Background: an optimization exercise with open tools, aiming at small area. Do not read the settings as production practice. Only simulation tests tie the RTL to the original design; equivalence was not proved. Power and IR drop assume default switching activity.

<file path="design/flow/config.mk">
export PLATFORM = sky130hd
export DESIGN_NAME = main
export DESIGN_NICKNAME = main
export VERILOG_FILES = /design/flow/design.v
export SDC_FILE = /design/flow/constraint.sdc
export NUM_CORES = 4
export LEC_CHECK = 0
export CAP_MARGIN = 20
export CORE_MARGIN = 2
export CORE_UTILIZATION = 40
export SLEW_MARGIN = 20
</file>
<file path="design/flow/constraint.sdc">
create_clock -name core_clock -period 10.0 [get_ports {clk}]
set_input_delay 2.0000 -clock core_clock [delete_from_list [all_inputs] [get_ports {clk}]]
set_output_delay 2.0000 -clock core_clock [all_outputs]
set_load 0.01 [all_outputs]
</file>
<file path="design/flow/design.v">
`timescale 1ns / 1ps
module main(
	input clk,
	input rst,
	input echo,
	input canal_serial_receptor,
	output canal_serial_transmisor,
	output servo1,
	output servo2,
	output servo3,
	output servo4,
	output servo5,
	output [7:0] leds,
	output trig,
	output [7:0] seg,
	output [3:0] an
    );
	reg  [7:0]  sck;
	reg  [12:0] sc;
	wire        stick = (sck == 8'd194);
	wire [12:0] sc_n  = stick ? ((sc == 13'd5500) ? 13'd372 : sc + 13'd1) : sc;
	always @(posedge clk) begin
		if (rst) begin
			sck <= 8'd194;
			sc  <= 13'd5500;
		end else begin
			sck <= stick ? 8'd0 : sck + 8'd1;
			sc  <= sc_n;
		end
	end
	function pw;
		input [12:0] c;
		input [7:0]  pos;
		pw = (c[12:9] == 4'd0) | ((c[12:9] == 4'd1) & (c[8:1] < pos));
	endfunction
	reg [10:0] dtx;
	reg [6:0]  drx;
	wire ttick = (dtx == 11'd2001);
	wire rtick = (drx == 7'd101);
	always @(posedge clk) begin
		if (rst) begin
			dtx <= 11'd1001;
			drx <= 7'd51;
		end else begin
			dtx <= ttick ? 11'd0 : dtx + 11'd1;
			drx <= rtick ? 7'd0 : drx + 7'd1;
		end
	end
	reg [3:0] rb;       
	reg [3:0] rp;       
	reg [7:0] rdata;
	reg       pend, wr;
	reg [1:0] cs;
	reg [7:0] a2, a3, a4;    
	wire rx = canal_serial_receptor;
	always @(posedge clk) begin
		if (rst) begin
			rb <= 4'd0; pend <= 1'b0; wr <= 1'b0; cs <= 2'd0;
			a2 <= 8'd0; a3 <= 8'd0; a4 <= 8'd0;
		end else begin
			wr <= 1'b0;
			if (wr) begin
				case (cs)
					2'd2: a2 <= rdata;
					2'd3: a3 <= rdata;
					2'd0: a4 <= rdata;
					default: ;
				endcase
			end
			if (rtick) begin
				if (pend) begin
					pend <= 1'b0;
					wr <= 1'b1;
				end
				if (rb == 4'd0) begin
					if (!rx) begin
						rb <= 4'd1;
						rp <= 4'd5;
					end
				end else if (rp == 4'd9) begin
					rp <= 4'd0;
					if (rb == 4'd10) begin
						rb <= 4'd0;
						cs <= cs + 2'd1;
						pend <= 1'b1;
					end else begin
						rb <= rb + 4'd1;
						if (rb >= 4'd2) rdata <= {rx, rdata[7:1]};
					end
				end else begin
					rp <= rp + 4'd1;
				end
			end
		end
	end
	reg [7:0]  x;
	reg [6:0]  z;
	reg [7:0]  ang;
	reg [2:0]  ast;
	reg [25:0] cdv;
	reg [9:0]  cx;
	wire [5:0] dsen;
	wire inr = (dsen <= 6'd14) && (dsen >= 6'd4);
	reg [7:0] dmap;
	always @(*) begin
		case (dsen)
			6'd6:  dmap = 8'd26;
			6'd7:  dmap = 8'd51;
			6'd8:  dmap = 8'd77;
			6'd9:  dmap = 8'd102;
			6'd10: dmap = 8'd128;
			6'd11: dmap = 8'd153;
			6'd12: dmap = 8'd179;
			6'd13: dmap = 8'd204;
			6'd14: dmap = 8'd230;
			default: dmap = (dsen <= 6'd5) ? 8'd0 : 8'd255;
		endcase
	end
	wire [25:0] cdn = cdv + 26'd1;
	wire cxhit = (cx == 10'd1000);
	always @(posedge clk) begin
		if (rst) begin
			x <= 8'd0; z <= 7'd90; ang <= 8'd0; ast <= 3'd0;
			cdv <= 26'd0; cx <= 10'd0;
		end else begin
			case (ast)
				3'd0, 3'd1: begin
					if (inr) begin
						ast <= 3'd2;
						x <= dmap;
						cdv <= cdn;
					end else if (cdn == 26'd1000) begin
						cdv <= 26'd0;
						if (ast == 3'd0) begin
							ang <= ang + 8'd1;
							if (ang == 8'd254) ast <= 3'd1;
						end else begin
							ang <= ang - 8'd1;
							if (ang == 8'd1) ast <= 3'd0;
						end
					end else begin
						cdv <= cdn;
					end
				end
				3'd2: begin
					if (cxhit) begin
						cx <= 10'd0;
						if (x == dmap) begin
							if (z == 7'd0) ast <= 3'd3;
							else z <= z - 7'd1;
						end else x <= x + 8'd1;
					end else cx <= cx + 10'd1;
				end
				3'd3, 3'd5: begin
					if (cxhit) begin
						cx <= 10'd0;
						if (z == 7'd110) begin
							if (x == 8'd0) begin
								if (ast == 3'd3) ast <= 3'd4;
								else begin
									ast <= 3'd0;
									z <= 7'd90;
								end
							end else x <= x - 8'd1;
						end else z <= z + 7'd1;
					end else cx <= cx + 10'd1;
				end
				3'd4: begin
					if (cxhit) begin
						if (x == 8'd127) ast <= 3'd5;
						else if (x < 8'd127) x <= x + 8'd1;
						else x <= x - 8'd1;
					end else cx <= cx + 10'd1;
				end
				default: ;
			endcase
		end
	end
	reg [4:0] tk;
	reg       tidle;
	reg       txo;
	wire [29:0] tdata = {1'b1, 1'b0, z, 1'b0, 1'b1, 8'd0, 1'b0, 1'b1, x, 1'b0};
	always @(posedge clk) begin
		if (rst) begin
			tk <= 5'd0; tidle <= 1'b0; txo <= 1'b0;
		end else if (ttick) begin
			txo <= tidle ? 1'b1 : tdata[tk];
			if (tk == 5'd29) begin
				tk <= 5'd0;
				tidle <= ~tidle;
			end else tk <= tk + 5'd1;
		end
	end
	localparam S_ENV = 3'd0, S_REC = 3'd1, S_ESP = 3'd2, S_PUSH = 3'd3,
	           S_WAIT = 3'd4, S_DLY = 3'd5;
	reg [2:0]  sst;
	reg [11:0] sa;       
	reg [8:0]  sb;       
	reg [5:0]  dreg, last;
	reg [2:0]  run;      
	assign dsen = dreg;
	wire [11:0] sa_n = (sa == 12'd2899) ? 12'd0 : sa + 12'd1;
	wire [8:0]  sb_n = (sa == 12'd0) ? sb + 9'd1 : sb;
	wire [5:0]  qm1  = sb[5:0] - 6'd1;
	wire        qok  = (sb > 9'd4) && (sb < 9'd35);
	always @(posedge clk) begin
		if (rst) begin
			sst <= S_ENV; sa <= 12'd0; sb <= 9'd0;
			dreg <= 6'd0; last <= 6'd0; run <= 3'd0;
		end else begin
			case (sst)
				S_ENV: begin
					if (sa == 12'd499) begin
						sst <= S_ESP; sa <= 12'd0; sb <= 9'd0;
					end else begin
						sa <= sa_n; sb <= sb_n;
					end
				end
				S_ESP: begin
					if (echo) begin
						sst <= S_REC; sa <= 12'd0; sb <= 9'd0;
					end else if (sa == 12'd2599 && sb == 9'd7) begin
						sst <= S_ENV; sa <= 12'd0; sb <= 9'd0;
					end else begin
						sa <= sa_n; sb <= sb_n;
					end
				end
				S_REC: begin
					sa <= sa_n; sb <= sb_n;
					if (!echo) sst <= S_PUSH;
				end
				S_PUSH: begin
					if (qok) begin
						last <= qm1;
						if (qm1 == last) run <= (run == 3'd4) ? 3'd4 : run + 3'd1;
						else run <= 3'd0;
					end
					sb <= ~sb;
					sst <= S_WAIT;
				end
				S_WAIT: begin
					if (sb == 9'd510) begin
						if (run == 3'd4) dreg <= last;
						sst <= S_DLY; sa <= 12'd0; sb <= 9'd0;
					end else sb <= sb + 9'd1;
				end
				S_DLY: begin
					if (sa == 12'd2600 && sb == 9'd7) begin
						sst <= S_ENV; sa <= 12'd0; sb <= 9'd0;
					end else begin
						sa <= sa_n; sb <= sb_n;
					end
				end
				default: ;
			endcase
		end
	end
	assign trig = (sst == S_ENV) & sb[0];
	reg [15:0] dc;
	reg        rq;
	reg [5:0]  dd;
	always @(posedge clk) begin
		rq <= rst;
		dd <= dreg;
		dc <= rst ? 16'd0 : dc + 16'd1;
	end
	reg [3:0] tens, ones;
	always @(*) begin
		if (dd >= 6'd30)      begin tens = 4'd3; ones = dd - 6'd30; end
		else if (dd >= 6'd20) begin tens = 4'd2; ones = dd - 6'd20; end
		else if (dd >= 6'd10) begin tens = 4'd1; ones = dd - 6'd10; end
		else                  begin tens = 4'd0; ones = dd[3:0];    end
	end
	wire ph_t = (dc <= 16'd12499);
	wire ph_z = (dc <= 16'd49998);
	wire [3:0] digit = ph_t ? tens : (ph_z ? 4'd0 : ones);
	reg [6:0] sseg;
	always @(*) begin
		case (digit)
			4'd0: sseg = 7'b1000000;
			4'd1: sseg = 7'b1111001;
			4'd2: sseg = 7'b0100100;
			4'd3: sseg = 7'b0110000;
			4'd4: sseg = 7'b0011001;
			4'd5: sseg = 7'b0010010;
			4'd6: sseg = 7'b0000010;
			4'd7: sseg = 7'b1111000;
			4'd8: sseg = 7'b0000000;
			4'd9: sseg = 7'b0011000;
			default: sseg = 7'b1111111;
		endcase
	end
	assign seg = rq ? 8'hFF : {1'b1, sseg};
	assign an  = rq ? 4'b1111 :
	             ph_t ? 4'b1101 :
	             (dc <= 16'd24999) ? 4'b1011 :
	             ph_z ? 4'b0111 : 4'b1110;
	reg s1;
	always @(posedge clk) begin
		if (rst) s1 <= 1'b0;
		else     s1 <= pw(sc_n, ang);
	end
	assign servo1 = s1;
	assign servo2 = pw(sc, a2);
	assign servo3 = pw(sc, a3);
	assign servo4 = pw(sc, a4);
	assign servo5 = pw(sc, 8'd128);
	assign canal_serial_transmisor = txo;
	assign leds = {5'd0, ast};
endmodule
</file>
<file path="design/flow/run.sh">
#!/bin/bash
# synth_recipe.tcl (not shown) runs the flow's synth.tcl, then flattens the netlist and writes it again
# the make line also repeats each setting of config.mk as NAME=value (left out here)
make -C /OpenROAD-flow-scripts/flow DESIGN_CONFIG=/design/flow/config.mk WORK_HOME=/design/flow/orfs CLKGATE_MAP_FILE= SYNTH_SCRIPT=/design/flow/synth_recipe.tcl finish
</file>
==> impl_metrics.xml <==
<?xml version="1.0" encoding="UTF-8"?>
<metrics>
  <group name="floorplanning">
    <metric name="design.portCount" unit="">31</metric>
    <metric name="die-area" unit="um^2">34700</metric>
    <metric name="dieWidth" unit="um">186</metric>
    <metric name="core_area" unit="um^2">32600</metric>
    <metric name="start_util" unit="">0.407</metric>
    <metric name="die_y" unit="um">186</metric>
    <metric name="rows" unit="">66</metric>
  </group>
  <group name="clock_network">
    <metric name="cts_max_path_buffers" unit="">3</metric>
    <metric name="clock_tree.root_cell" unit="">sky130_fd_sc_hd__clkbuf_16</metric>
    <metric name="tritoncts_num_sinks" unit="">215</metric>
    <metric name="cts_repair_resize_count" unit="">0</metric>
    <metric name="cts_inserted_buffers" unit="">26</metric>
    <metric name="cts.repair_timing.setup_buffer_count" unit="">0</metric>
    <metric name="clk-insertion-delay-late" unit="ns">0.54</metric>
    <metric name="path_clk_slew" unit="ns">0.05</metric>
    <metric name="cts_hold_buffers" unit="">0</metric>
    <metric name="tritoncts" unit="">built</metric>
    <metric name="cts.htree.levels" unit="">1</metric>
  </group>
  <group name="logic_synthesis">
    <metric name="post-synth-top-count-cell" unit="">sky130_fd_sc_hd__dfxtp_1</metric>
    <metric name="postSynth.asyncResetShare" unit="">0</metric>
    <metric name="synth.area.top_cells" unit="">sky130_fd_sc_hd__dfxtp_1 31%, sky130_fd_sc_hd__ha_1 7.8%, sky130_fd_sc_hd__a21oi_1 4.7%, sky130_fd_sc_hd__nor2_1 4.6%, sky130_fd_sc_hd__nand2_1 4.2%</metric>
    <metric name="synth_seq_area_share" unit="">0.333</metric>
    <metric name="ys_types" unit="">79</metric>
    <metric name="mappedNetlistArea" unit="um^2">13300</metric>
    <metric name="synth_enable_flop_cells" unit="">12</metric>
    <metric name="synthTopCellsByCount" unit="">203 x sky130_fd_sc_hd__dfxtp_1, 164 x sky130_fd_sc_hd__nor2_1, 149 x sky130_fd_sc_hd__nand2_1</metric>
    <metric name="post-synth-top-area-cell" unit="">sky130_fd_sc_hd__dfxtp_1</metric>
    <metric name="postSynthCellCount" unit="">1686</metric>
    <metric name="postSynth.topFlopCell" unit="">sky130_fd_sc_hd__dfxtp_1</metric>
    <metric name="synth-warning-count" unit="">1</metric>
    <metric name="syn_area_per_cell" unit="um^2">7.88</metric>
    <metric name="yosys_register_bits" unit="">215</metric>
    <metric name="yosys_top_cell_area_share" unit="">0.306</metric>
  </group>
  <group name="finish">
    <metric name="insertedDiodeCount" unit="">0</metric>
    <metric name="layout.core_utilization" unit="">0.448</metric>
    <metric name="fillCellCount" unit="">3197</metric>
    <metric name="final_net_count" unit="">1737</metric>
    <metric name="post_route_cells_drive_above_1_share" unit="">0.0504</metric>
    <metric name="synthToLayoutAreaGrowth" unit="%">10.0</metric>
  </group>
  <group name="routing">
    <metric name="drcViolationCount" unit="">0</metric>
    <metric name="wire_per_inst" unit="um">14.2</metric>
    <metric name="first_iter_violations" unit="">734</metric>
    <metric name="dr_total_vias" unit="">11585</metric>
    <metric name="via_per_inst" unit="">5.49</metric>
    <metric name="postRouteWirelength" unit="um">30000</metric>
    <metric name="first_pass_iters" unit="">7</metric>
    <metric name="route.antenna.remaining_nets" unit="">0</metric>
  </group>
  <group name="timing">
    <metric name="min_period_over_period" unit="">0.596</metric>
    <metric name="max_slew_margin" unit="">0.373</metric>
    <metric name="layout_min_cycle_time" unit="ns">5.96</metric>
    <metric name="final-setup-viol-count" unit="">0</metric>
    <metric name="fin_ws" unit="ns">4.04</metric>
    <metric name="fmax" unit="GHz">0.168</metric>
    <metric name="final-hold-violation-count" unit="">0</metric>
    <metric name="skew" unit="ns">0.0171</metric>
    <metric name="timing.final.max_slew_violations" unit="">0</metric>
    <metric name="tightestPinTransition" unit="ns">0.939</metric>
    <metric name="rsz0062_at_grt" unit="">no</metric>
    <metric name="totalNegativeSetupSlack" unit="ns">0</metric>
  </group>
  <group name="global_routing">
    <metric name="gr-total-overflow" unit="">0</metric>
    <metric name="grt_pass1_vias" unit="">10656</metric>
    <metric name="initial_antenna_violation_count" unit="">0</metric>
    <metric name="largest_net_degree_at_the_start_of_global_routing" unit="">72</metric>
    <metric name="grt_util_all_layers" unit="">0.175</metric>
    <metric name="grt_first_pass_wirelength" unit="um">51400</metric>
  </group>
  <group name="hold_path">
    <metric name="holdCritPathClass" unit="">reg2reg</metric>
  </group>
  <group name="critical_path">
    <metric name="timing.critical_path.slowest_stage_cell" unit="">sky130_fd_sc_hd__clkdlybuf4s50_1</metric>
    <metric name="required" unit="ns">8.00</metric>
    <metric name="start_kind" unit="">flip-flop</metric>
    <metric name="cp_cell_sequence" unit="">inv_1 &gt; ha_1 &gt; a2111oi_0 &gt; o21a_1 &gt; o31ai_1 &gt; xnor2_1 &gt; a22oi_1 &gt; inv_1 &gt; ha_1 &gt; nor3b_1 &gt; o21ai_0 &gt; clkdlybuf4s50_1</metric>
    <metric name="worst-setup-path-type" unit="">reg2out</metric>
    <metric name="worst_setup_path_end_kind" unit="">primary output</metric>
    <metric name="cp_data_arrival_time" unit="ns">3.96</metric>
    <metric name="crit_path_max_fanout" unit="">7</metric>
    <metric name="critPathMaxStageDelay" unit="ns">0.48</metric>
  </group>
  <group name="flow_run">
    <metric name="timing.max_cap.violations" unit="">0</metric>
  </group>
  <group name="place">
    <metric name="portBuffers" unit="">24</metric>
    <metric name="place.gp.congestion" unit="">0.845</metric>
    <metric name="detailedPlacementHpwl" unit="um">20500</metric>
    <metric name="preCtsSetupSlack" unit="ns">4.60</metric>
  </group>
  <group name="outcome">
    <metric name="status" unit="">complete, no violations</metric>
  </group>
  <group name="power">
    <metric name="static_power_due_to_leakage" unit="uW">0.00525</metric>
    <metric name="power.density" unit="nW/um^2">143</metric>
    <metric name="maximum_vdd_ir_drop" unit="mV">0.107</metric>
  </group>
</metrics>
==> flip-flops by register name (all words and copies together), names as in the netlist, 9 cells and up <==
name and cells:
sa 12, dc 16, sb 9, dtx 11, cdv 26, cx 10, sc 13
==> worst max-delay path, delay by kind of cell, from the launching register on <==
family | cells | cell delay, ns
buffers and inverters | 3 | 0.75
adders and majority gates | 2 | 0.45
and+or+nand+nor | 1 | 0.25
xor gates and xnor gates | 1 | 0.17
AOI/OAI and AO/OA | 5 | 1.38
DFF | 1 | 0.42
==> metal layers <==
metal,global-route usage,up-vias,part of all wire
met4,0.0485,0,0.018
li1,-,5948,-
met1,0.243,5415,0.50
met5,0,-,0
met2,0.285,190,0.45
met3,0.0224,32,0.038
==> layout by cell type, fill, tap and decap left out, drive strengths merged, types with 11 or more instances in the layout <==
cell type / Yosys / layout
dfxtp: 203 / 203
nor2: 164 / 164
nand2: 149 / 149
a21oi: 124 / 124
o21ai: 102 / 102
nand3: 100 / 100
ha: 83 / 83
inv: 73 / 73
xor2: 49 / 49
xnor2: 49 / 49
nor3: 48 / 48
and3: 40 / 40
clkbuf: 82 / 38
nand4: 34 / 34
nand2b: 26 / 26
a31oi: 26 / 26
a211oi: 25 / 25
clkdlybuf4s50: 0 / 23
nor4: 19 / 19
a21o: 19 / 19
or3: 19 / 19
buf: 22 / 13
mux2i: 12 / 12
edfxtp: 12 / 12
nor2b: 12 / 12
o21a: 11 / 11
a211o: 11 / 11
nand3b: 11 / 11
==> cells by family (layout without fill, tap and decap cells) <==
kind of cell    count (synthesis)  in the layout  share of synthesized area
compound gates                403            403                      0.189
simple gates                  692            692                      0.266
flops                         215            215                      0.333
fa+ha+maj                      83             83                     0.0782
other cells                     2              6                   0.000566
xor+xnor                       98             98                     0.0646
buf+inv                       177            154                     0.0541
mux                            16             16                     0.0150
==> worst paths after layout <==
check                             start      to  slack [ns]  cells past startpoint
worst max-delay path              dd[2]  seg[6]        4.04                     12
worst min-delay path            dreg[5]   dd[5]        0.43                      0
worst max register to register   cdv[0]  ast[0]        6.49                      9
worst min register to register  dreg[5]   dd[5]        0.43                      0
==> power breakdown <==
part,internal (uW),switching [uW],leakage (uW)
clock network,586,366,0.000433
registers,892,37.7,0.00175
logic,94.3,119,0.00306
==> area by class of cell <==
| cell class | count | area [um^2] | area share |
|---|---|---|---|
| Sequential cell | 215 | 4420 | 0.303 |
| Clock inverter | 7 | 96.3 | 0.00660 |
| Timing Repair Buffer | 36 | 328 | 0.0224 |
| Clock buffer | 38 | 777 | 0.0532 |
| Tap cell | 442 | 553 | 0.0379 |
| Multi-Input combinational cell | 1298 | 8160 | 0.558 |
| Inverter | 73 | 274 | 0.0188 |
==> stage by stage <==
stage | cell area [um^2] | total power [uW] | hold slack, ns | std cells
after floorplan | 13300 | 1100 | 0.358 | 1690
after global placement | 13700 | 1160 | 0.415 | 2064
after detailed placement | 13700 | 1160 | 0.418 | 2064
after CTS | 14600 | 2130 | 0.427 | 2109
after global routing | 14600 | 2200 | 0.439 | 2109
final | 14600 | 2100 | 0.429 | 2109

-- static timing again, ports no longer ideal --
In the flow no input, the clock included, has a driving cell. The finished layout below was timed again as built, in two steps. Step 1 sets driving cells, clkbuf_16 on the clock port and buf_2 on the other inputs (assumed; they add their load-dependent delay and slew). Step 2 also shifts input and output timing later by t, the mid clock arrival at the registers, as if the neighbouring blocks saw the same clock. Slacks: ideal ports / drivers / drivers and shift; pairs: ideal ports / drivers.
shift t [ns]: 0.585
setup WS [ns]: 4.041 / 3.990 / 4.575
latest minus earliest clock arrival (ns): 0.018 / 0.017
worst slew at a driven data input, ns: 0.05
pins driven straight from the clock port: 1
After both steps setup and hold are still met in this run. For this run, drivers alone change the setup slack by -0.051 ns; drivers and shift together by +0.534 ns.
